Background: an optimization exercise with open tools, aiming at small area, a short achievable clock period and few clock cycles per item. Do not read the settings as production practice. No activity file was given, so power comes from the tool's default toggle rates.

==> job 7872 <==
Design Calu_Covariance_Top, start of the top module:
module Calu_Covariance_Top #(
    parameter N           = 4,
    parameter DATA_WIDTH  = 16,
    parameter ACC_WIDTH   = 32,
    parameter SAMPLES_NUM = 128,
    parameter DONE_WAIT_CYCLES = 10
)(
    input  wire                       iclk,
    input  wire                       irst_n,
    input  wire                       istart,
    input  wire                       idata_valid,
    input  wire [N*DATA_WIDTH-1:0]    idata_i,
    input  wire [N*DATA_WIDTH-1:0]    idata_q,
    output wire [N*ACC_WIDTH-1:0]           oresult_diag,
    output wire [(N*(N-1)/2)*ACC_WIDTH-1:0] oresult_upper_q,
    output wire [(N*(N-1)/2)*ACC_WIDTH-1:0] oresult_upper_i,
    output wire                       oresult_valid,
    output wire                       ocalu_done
);
==> flow/config.mk <==
export PLATFORM = sky130hd
export DESIGN_NAME = Calu_Covariance_Top
export DESIGN_NICKNAME = Calu_Covariance_Top
export VERILOG_FILES = /design/flow/design.v
export SDC_FILE = /design/flow/constraint.sdc
export NUM_CORES = 8
export LEC_CHECK = 0
export CAP_MARGIN = 20
export CORE_MARGIN = 2
export CORE_UTILIZATION = 60
export CTS_CLUSTER_DIAMETER = 120
export CTS_CLUSTER_SIZE = 20
export PLACE_DENSITY = 0.68
export SLEW_MARGIN = 20
export SYNTH_HIERARCHICAL = 1
==> flow/constraint.sdc <==
create_clock -name core_clock -period 9.0 [get_ports {iclk}]
set_input_delay 1.8000 -clock core_clock [delete_from_list [all_inputs] [get_ports {iclk}]]
set_output_delay 1.8000 -clock core_clock [all_outputs]
set_load 0.01 [all_outputs]
standard.sh (not shown) runs the stock make flow with config.mk's settings and CLKGATE_MAP_FILE= SYNTH_SCRIPT=/design/flow/synth_recipe.tcl, a recipe that flattens the netlist after the stock synthesis.
==> flow/flow/run.sh <==
#!/bin/bash
# Own layout flow: the standard layout (standard.sh, unchanged synthesis,
# floorplan, power grid, placement, CTS and routing), run with extra make
# settings on the command line:
#   SETUP_SLACK_MARGIN   timing repair aims for this much setup slack
#   BUFFER_PORTS_ARGS    port buffers are buf_4 cells, not delay buffers
#   MATCH_CELL_FOOTPRINT repair may swap a cell for any cell of the same function
# The clock period and constraints are the standard flow's (constraint.sdc).
# make's full output goes to flow_make.log in this folder; ORFS's per-step
# logs stay under orfs/logs/.
set -euo pipefail
EXTRA="SETUP_SLACK_MARGIN=${FLOW_SETUP_MARGIN:-5.5} 'BUFFER_PORTS_ARGS=-buffer_cell sky130_fd_sc_hd__buf_4' MATCH_CELL_FOOTPRINT=0"
sed "s|CLKGATE_MAP_FILE= |CLKGATE_MAP_FILE= ${EXTRA} |" standard.sh > flow_standard.sh
grep -q "SETUP_SLACK_MARGIN=" flow_standard.sh
bash flow_standard.sh > flow_make.log 2>&1
test -s out/final.def
==> job 8724 (differences from job 7872) <==
--- a/flow/design.v
+++ b/flow/design.v
@@ -1890,76 +1890,100 @@
     cov_g0 ua13_1 (.a(p13), .b(g12_0), .c(g13_0), .y(g13_1));
     wire pp13_1;
     cov_g1 um13_1 (.a(p13), .b(p12), .y(pp13_1));
     wire g15_1;
     cov_g0 ua15_1 (.a(p15), .b(g14_0), .c(g15_0), .y(g15_1));
     wire pp15_1;
     cov_g1 um15_1 (.a(p15), .b(p14), .y(pp15_1));
+    wire g2_2;
+    cov_g0 ua2_2 (.a(p2), .b(g1_1), .c(g2_0), .y(g2_2));
     wire g3_2;
     cov_g0 ua3_2 (.a(pp3_1), .b(g1_1), .c(g3_1), .y(g3_2));
+    wire g6_2;
+    cov_g0 ua6_2 (.a(p6), .b(g5_1), .c(g6_0), .y(g6_2));
+    wire pp6_2;
+    cov_g1 um6_2 (.a(p6), .b(pp5_1), .y(pp6_2));
     wire g7_2;
     cov_g0 ua7_2 (.a(pp7_1), .b(g5_1), .c(g7_1), .y(g7_2));
     wire pp7_2;
     cov_g1 um7_2 (.a(pp7_1), .b(pp5_1), .y(pp7_2));
+    wire g10_2;
+    cov_g0 ua10_2 (.a(p10), .b(g9_1), .c(g10_0), .y(g10_2));
+    wire pp10_2;
+    cov_g1 um10_2 (.a(p10), .b(pp9_1), .y(pp10_2));
     wire g11_2;
     cov_g0 ua11_2 (.a(pp11_1), .b(g9_1), .c(g11_1), .y(g11_2));
     wire pp11_2;
     cov_g1 um11_2 (.a(pp11_1), .b(pp9_1), .y(pp11_2));
+    wire g14_2;
+    cov_g0 ua14_2 (.a(p14), .b(g13_1), .c(g14_0), .y(g14_2));
+    wire pp14_2;
+    cov_g1 um14_2 (.a(p14), .b(pp13_1), .y(pp14_2));
     wire g15_2;
     cov_g0 ua15_2 (.a(pp15_1), .b(g13_1), .c(g15_1), .y(g15_2));
     wire pp15_2;
     cov_g1 um15_2 (.a(pp15_1), .b(pp13_1), .y(pp15_2));
+    wire g4_3;
+    cov_g0 ua4_3 (.a(p4), .b(g3_2), .c(g4_0), .y(g4_3));
+    wire g5_3;
+    cov_g0 ua5_3 (.a(pp5_1), .b(g3_2), .c(g5_1), .y(g5_3));
+    wire g6_3;
+    cov_g0 ua6_3 (.a(pp6_2), .b(g3_2), .c(g6_2), .y(g6_3));
     wire g7_3;
     cov_g0 ua7_3 (.a(pp7_2), .b(g3_2), .c(g7_2), .y(g7_3));
+    wire g12_3;
+    cov_g0 ua12_3 (.a(p12), .b(g11_2), .c(g12_0), .y(g12_3));
+    wire pp12_3;
+    cov_g1 um12_3 (.a(p12), .b(pp11_2), .y(pp12_3));
+    wire g13_3;
+    cov_g0 ua13_3 (.a(pp13_1), .b(g11_2), .c(g13_1), .y(g13_3));
+    wire pp13_3;
+    cov_g1 um13_3 (.a(pp13_1), .b(pp11_2), .y(pp13_3));
+    wire g14_3;
+    cov_g0 ua14_3 (.a(pp14_2), .b(g11_2), .c(g14_2), .y(g14_3));
+    wire pp14_3;
+    cov_g1 um14_3 (.a(pp14_2), .b(pp11_2), .y(pp14_3));
     wire g15_3;
     cov_g0 ua15_3 (.a(pp15_2), .b(g11_2), .c(g15_2), .y(g15_3));
     wire pp15_3;
     cov_g1 um15_3 (.a(pp15_2), .b(pp11_2), .y(pp15_3));
+    wire g8_4;
+    cov_g0 ua8_4 (.a(p8), .b(g7_3), .c(g8_0), .y(g8_4));
+    wire g9_4;
+    cov_g0 ua9_4 (.a(pp9_1), .b(g7_3), .c(g9_1), .y(g9_4));
+    wire g10_4;
+    cov_g0 ua10_4 (.a(pp10_2), .b(g7_3), .c(g10_2), .y(g10_4));
+    wire g11_4;
+    cov_g0 ua11_4 (.a(pp11_2), .b(g7_3), .c(g11_2), .y(g11_4));
+    wire g12_4;
+    cov_g0 ua12_4 (.a(pp12_3), .b(g7_3), .c(g12_3), .y(g12_4));
+    wire g13_4;
+    cov_g0 ua13_4 (.a(pp13_3), .b(g7_3), .c(g13_3), .y(g13_4));
+    wire g14_4;
+    cov_g0 ua14_4 (.a(pp14_3), .b(g7_3), .c(g14_3), .y(g14_4));
     wire g15_4;
     cov_g0 ua15_4 (.a(pp15_3), .b(g7_3), .c(g15_3), .y(g15_4));
-    wire g11_5;
-    cov_g0 ua11_5 (.a(pp11_2), .b(g7_3), .c(g11_2), .y(g11_5));
-    wire g5_6;
-    cov_g0 ua5_6 (.a(pp5_1), .b(g3_2), .c(g5_1), .y(g5_6));
-    wire g9_6;
-    cov_g0 ua9_6 (.a(pp9_1), .b(g7_3), .c(g9_1), .y(g9_6));
-    wire g13_6;
-    cov_g0 ua13_6 (.a(pp13_1), .b(g11_5), .c(g13_1), .y(g13_6));
-    wire g2_7;
-    cov_g0 ua2_7 (.a(p2), .b(g1_1), .c(g2_0), .y(g2_7));
-    wire g4_7;
-    cov_g0 ua4_7 (.a(p4), .b(g3_2), .c(g4_0), .y(g4_7));
-    wire g6_7;
-    cov_g0 ua6_7 (.a(p6), .b(g5_6), .c(g6_0), .y(g6_7));
-    wire g8_7;
-    cov_g0 ua8_7 (.a(p8), .b(g7_3), .c(g8_0), .y(g8_7));
-    wire g10_7;
-    cov_g0 ua10_7 (.a(p10), .b(g9_6), .c(g10_0), .y(g10_7));
-    wire g12_7;
-    cov_g0 ua12_7 (.a(p12), .b(g11_5), .c(g12_0), .y(g12_7));
-    wire g14_7;
-    cov_g0 ua14_7 (.a(p14), .b(g13_6), .c(g14_0), .y(g14_7));
-    wire g16_7;
-    cov_g0 ua16_7 (.a(p16), .b(g15_4), .c(g16_0), .y(g16_7));
+    wire g16_5;
+    cov_g0 ua16_5 (.a(p16), .b(g15_4), .c(g16_0), .y(g16_5));
     cov_g5 us0 (.a(p0), .y(s[0]));
     cov_g3 us1 (.a(p1), .b(g0_0), .y(s[1]));
     cov_g3 us2 (.a(p2), .b(g1_1), .y(s[2]));
-    cov_g3 us3 (.a(p3), .b(g2_7), .y(s[3]));
+    cov_g3 us3 (.a(p3), .b(g2_2), .y(s[3]));
     cov_g3 us4 (.a(p4), .b(g3_2), .y(s[4]));
-    cov_g3 us5 (.a(p5), .b(g4_7), .y(s[5]));
-    cov_g3 us6 (.a(p6), .b(g5_6), .y(s[6]));
-    cov_g3 us7 (.a(p7), .b(g6_7), .y(s[7]));
+    cov_g3 us5 (.a(p5), .b(g4_3), .y(s[5]));
+    cov_g3 us6 (.a(p6), .b(g5_3), .y(s[6]));
+    cov_g3 us7 (.a(p7), .b(g6_3), .y(s[7]));
     cov_g3 us8 (.a(p8), .b(g7_3), .y(s[8]));
-    cov_g3 us9 (.a(p9), .b(g8_7), .y(s[9]));
-    cov_g3 us10 (.a(p10), .b(g9_6), .y(s[10]));
-    cov_g3 us11 (.a(p11), .b(g10_7), .y(s[11]));
-    cov_g3 us12 (.a(p12), .b(g11_5), .y(s[12]));
-    cov_g3 us13 (.a(p13), .b(g12_7), .y(s[13]));
-    cov_g3 us14 (.a(p14), .b(g13_6), .y(s[14]));
-    cov_g3 us15 (.a(p15), .b(g14_7), .y(s[15]));
+    cov_g3 us9 (.a(p9), .b(g8_4), .y(s[9]));
+    cov_g3 us10 (.a(p10), .b(g9_4), .y(s[10]));
+    cov_g3 us11 (.a(p11), .b(g10_4), .y(s[11]));
+    cov_g3 us12 (.a(p12), .b(g11_4), .y(s[12]));
+    cov_g3 us13 (.a(p13), .b(g12_4), .y(s[13]));
+    cov_g3 us14 (.a(p14), .b(g13_4), .y(s[14]));
+    cov_g3 us15 (.a(p15), .b(g14_4), .y(s[15]));
     cov_g3 us16 (.a(p16), .b(g15_4), .y(s[16]));
 endmodule
 module cov_add_pn (input [16:0] a, input [16:0] b, output [16:0] s);
     wire p0, g0_0;
     wire bn0;
     cov_g5 ui0 (.a(b[0]), .y(bn0));
     cov_ha ug0 (.a(a[0]), .b(bn0), .s(p0), .co(g0_0));
@@ -2053,71 +2077,95 @@
     cov_g0 ua13_1 (.a(p13), .b(g12_0), .c(g13_0), .y(g13_1));
     wire pp13_1;
     cov_g1 um13_1 (.a(p13), .b(p12), .y(pp13_1));
     wire g15_1;
     cov_g0 ua15_1 (.a(p15), .b(g14_0), .c(g15_0), .y(g15_1));
     wire pp15_1;
     cov_g1 um15_1 (.a(p15), .b(p14), .y(pp15_1));
+    wire g2_2;
+    cov_g0 ua2_2 (.a(p2), .b(g1_1), .c(g2_0), .y(g2_2));
     wire g3_2;
     cov_g0 ua3_2 (.a(pp3_1), .b(g1_1), .c(g3_1), .y(g3_2));
+    wire g6_2;
+    cov_g0 ua6_2 (.a(p6), .b(g5_1), .c(g6_0), .y(g6_2));
+    wire pp6_2;
+    cov_g1 um6_2 (.a(p6), .b(pp5_1), .y(pp6_2));
     wire g7_2;
     cov_g0 ua7_2 (.a(pp7_1), .b(g5_1), .c(g7_1), .y(g7_2));
     wire pp7_2;
     cov_g1 um7_2 (.a(pp7_1), .b(pp5_1), .y(pp7_2));
+    wire g10_2;
+    cov_g0 ua10_2 (.a(p10), .b(g9_1), .c(g10_0), .y(g10_2));
+    wire pp10_2;
+    cov_g1 um10_2 (.a(p10), .b(pp9_1), .y(pp10_2));
     wire g11_2;
     cov_g0 ua11_2 (.a(pp11_1), .b(g9_1), .c(g11_1), .y(g11_2));
     wire pp11_2;
     cov_g1 um11_2 (.a(pp11_1), .b(pp9_1), .y(pp11_2));
+    wire g14_2;
+    cov_g0 ua14_2 (.a(p14), .b(g13_1), .c(g14_0), .y(g14_2));
+    wire pp14_2;
+    cov_g1 um14_2 (.a(p14), .b(pp13_1), .y(pp14_2));
     wire g15_2;
     cov_g0 ua15_2 (.a(pp15_1), .b(g13_1), .c(g15_1), .y(g15_2));
     wire pp15_2;
     cov_g1 um15_2 (.a(pp15_1), .b(pp13_1), .y(pp15_2));
+    wire g4_3;
+    cov_g0 ua4_3 (.a(p4), .b(g3_2), .c(g4_0), .y(g4_3));
+    wire g5_3;
+    cov_g0 ua5_3 (.a(pp5_1), .b(g3_2), .c(g5_1), .y(g5_3));
+    wire g6_3;
+    cov_g0 ua6_3 (.a(pp6_2), .b(g3_2), .c(g6_2), .y(g6_3));
     wire g7_3;
     cov_g0 ua7_3 (.a(pp7_2), .b(g3_2), .c(g7_2), .y(g7_3));
+    wire g12_3;
+    cov_g0 ua12_3 (.a(p12), .b(g11_2), .c(g12_0), .y(g12_3));
+    wire pp12_3;
+    cov_g1 um12_3 (.a(p12), .b(pp11_2), .y(pp12_3));
+    wire g13_3;
+    cov_g0 ua13_3 (.a(pp13_1), .b(g11_2), .c(g13_1), .y(g13_3));
+    wire pp13_3;
+    cov_g1 um13_3 (.a(pp13_1), .b(pp11_2), .y(pp13_3));
+    wire g14_3;
+    cov_g0 ua14_3 (.a(pp14_2), .b(g11_2), .c(g14_2), .y(g14_3));
+    wire pp14_3;
+    cov_g1 um14_3 (.a(pp14_2), .b(pp11_2), .y(pp14_3));
     wire g15_3;
     cov_g0 ua15_3 (.a(pp15_2), .b(g11_2), .c(g15_2), .y(g15_3));
     wire pp15_3;
     cov_g1 um15_3 (.a(pp15_2), .b(pp11_2), .y(pp15_3));
+    wire g8_4;
+    cov_g0 ua8_4 (.a(p8), .b(g7_3), .c(g8_0), .y(g8_4));
+    wire g9_4;
+    cov_g0 ua9_4 (.a(pp9_1), .b(g7_3), .c(g9_1), .y(g9_4));
+    wire g10_4;
+    cov_g0 ua10_4 (.a(pp10_2), .b(g7_3), .c(g10_2), .y(g10_4));
+    wire g11_4;
+    cov_g0 ua11_4 (.a(pp11_2), .b(g7_3), .c(g11_2), .y(g11_4));
+    wire g12_4;
+    cov_g0 ua12_4 (.a(pp12_3), .b(g7_3), .c(g12_3), .y(g12_4));
+    wire g13_4;
+    cov_g0 ua13_4 (.a(pp13_3), .b(g7_3), .c(g13_3), .y(g13_4));
+    wire g14_4;
+    cov_g0 ua14_4 (.a(pp14_3), .b(g7_3), .c(g14_3), .y(g14_4));
     wire g15_4;
     cov_g0 ua15_4 (.a(pp15_3), .b(g7_3), .c(g15_3), .y(g15_4));
-    wire g11_5;
-    cov_g0 ua11_5 (.a(pp11_2), .b(g7_3), .c(g11_2), .y(g11_5));
-    wire g5_6;
-    cov_g0 ua5_6 (.a(pp5_1), .b(g3_2), .c(g5_1), .y(g5_6));
-    wire g9_6;
-    cov_g0 ua9_6 (.a(pp9_1), .b(g7_3), .c(g9_1), .y(g9_6));
-    wire g13_6;
-    cov_g0 ua13_6 (.a(pp13_1), .b(g11_5), .c(g13_1), .y(g13_6));
-    wire g2_7;
-    cov_g0 ua2_7 (.a(p2), .b(g1_1), .c(g2_0), .y(g2_7));
-    wire g4_7;
-    cov_g0 ua4_7 (.a(p4), .b(g3_2), .c(g4_0), .y(g4_7));
-    wire g6_7;
-    cov_g0 ua6_7 (.a(p6), .b(g5_6), .c(g6_0), .y(g6_7));
-    wire g8_7;
-    cov_g0 ua8_7 (.a(p8), .b(g7_3), .c(g8_0), .y(g8_7));
-    wire g10_7;
-    cov_g0 ua10_7 (.a(p10), .b(g9_6), .c(g10_0), .y(g10_7));
-    wire g12_7;
-    cov_g0 ua12_7 (.a(p12), .b(g11_5), .c(g12_0), .y(g12_7));
-    wire g14_7;
-    cov_g0 ua14_7 (.a(p14), .b(g13_6), .c(g14_0), .y(g14_7));
-    wire g16_7;
-    cov_g0 ua16_7 (.a(p16), .b(g15_4), .c(g16_0), .y(g16_7));
+    wire g16_5;
+    cov_g0 ua16_5 (.a(p16), .b(g15_4), .c(g16_0), .y(g16_5));
     assign s[0] = p0;
     cov_g2 us1 (.a(p1), .b(g0_0), .y(s[1]));
     cov_g2 us2 (.a(p2), .b(g1_1), .y(s[2]));
-    cov_g2 us3 (.a(p3), .b(g2_7), .y(s[3]));
+    cov_g2 us3 (.a(p3), .b(g2_2), .y(s[3]));
     cov_g2 us4 (.a(p4), .b(g3_2), .y(s[4]));
-    cov_g2 us5 (.a(p5), .b(g4_7), .y(s[5]));
-    cov_g2 us6 (.a(p6), .b(g5_6), .y(s[6]));
-    cov_g2 us7 (.a(p7), .b(g6_7), .y(s[7]));
+    cov_g2 us5 (.a(p5), .b(g4_3), .y(s[5]));
+    cov_g2 us6 (.a(p6), .b(g5_3), .y(s[6]));
+    cov_g2 us7 (.a(p7), .b(g6_3), .y(s[7]));
     cov_g2 us8 (.a(p8), .b(g7_3), .y(s[8]));
-    cov_g2 us9 (.a(p9), .b(g8_7), .y(s[9]));
-    cov_g2 us10 (.a(p10), .b(g9_6), .y(s[10]));
-    cov_g2 us11 (.a(p11), .b(g10_7), .y(s[11]));
-    cov_g2 us12 (.a(p12), .b(g11_5), .y(s[12]));
-    cov_g2 us13 (.a(p13), .b(g12_7), .y(s[13]));
-    cov_g2 us14 (.a(p14), .b(g13_6), .y(s[14]));
-    cov_g2 us15 (.a(p15), .b(g14_7), .y(s[15]));
+    cov_g2 us9 (.a(p9), .b(g8_4), .y(s[9]));
+    cov_g2 us10 (.a(p10), .b(g9_4), .y(s[10]));
+    cov_g2 us11 (.a(p11), .b(g10_4), .y(s[11]));
+    cov_g2 us12 (.a(p12), .b(g11_4), .y(s[12]));
+    cov_g2 us13 (.a(p13), .b(g12_4), .y(s[13]));
+    cov_g2 us14 (.a(p14), .b(g13_4), .y(s[14]));
+    cov_g2 us15 (.a(p15), .b(g14_4), .y(s[15]));
     cov_g2 us16 (.a(p16), .b(g15_4), .y(s[16]));
 endmodule
Settings changed: CORE_UTILIZATION 60 to 70, PLACE_DENSITY 0.68 to 0.78.
==> summary.txt <==
- Outcome: failed layout checks
- CP peak stage delay: around 0.74 ns
- Routed Antenna Nets: 1
- Final clock-cell share: about 1.7%
- Placed inst area: between 0.2 and 0.25 mm²
- Max stage delay cell, worst path: dfxtp_4
- Post-Layout Cell Count: ~27000
- Iteration-0 DRC Markers: ~14000
- M1 GR Usage: roughly 50%
- Power per Cell Area: roughly 500 mW/mm²
- Layout check faults: antenna rules
The numbers above come from job 7872.

==> summary.txt <==
- Outcome: timing/DRC/antenna clean
- Setup bufs post-CTS: approximately 160
- Worst reg2reg path endpoint: u_re0.acc[32]$_DFF_P_
- Post-Layout Cell Count: 26600
- CTS clk-pin slew, worst paths: 0.10 ns
- Resize count post-CTS: ~1300
- Finished layout cell area: between 0.2 and 0.25 mm²
- Yosys top cell by area: fa_1
- Routed Antenna Nets: 0
- Max stage delay cell, worst path: fa_1
- CP peak stage delay: ~0.60 ns
- Final clock-cell share: about 1.7%
- Placed inst area: roughly 0.23 mm²
- Mux cell area share after synthesis: 1.89%
The numbers above come from job 8724.

No functional check of the RTL was part of any run of this note.

-- afterwards: timing with drivers on the ports --
How much do the figures lean on ideal ports? The routed layouts below were timed once more, with nothing changed but the port constraints. Step 1 sets driving cells, clkbuf_16 on the clock port and buf_2 on the other inputs (assumed; they add their load-dependent delay and slew). Step 2 also shifts input and output timing later by t, the mid clock arrival at the registers, as if the neighbouring blocks saw the same clock. Slacks: ideal ports / drivers / drivers and shift; pairs: ideal ports / drivers.
run	t (ns)	setup slack, ns	hold WS [ns]	clock arrival spread, ns	slew at the worst register clock pin (ns)
job 7872	1.047	5.292 / 5.292 / 5.039	0.409 / 0.409 / 0.409	0.067 / 0.068	0.10 / 0.10
job 8724	1.030	5.232 / 5.232 / 4.959	0.418 / 0.418 / 0.418	0.090 / 0.090	0.10 / 0.10
For job 8724, which loses most, drivers alone change the setup slack by 0.000 ns; drivers and shift together by -0.273 ns.
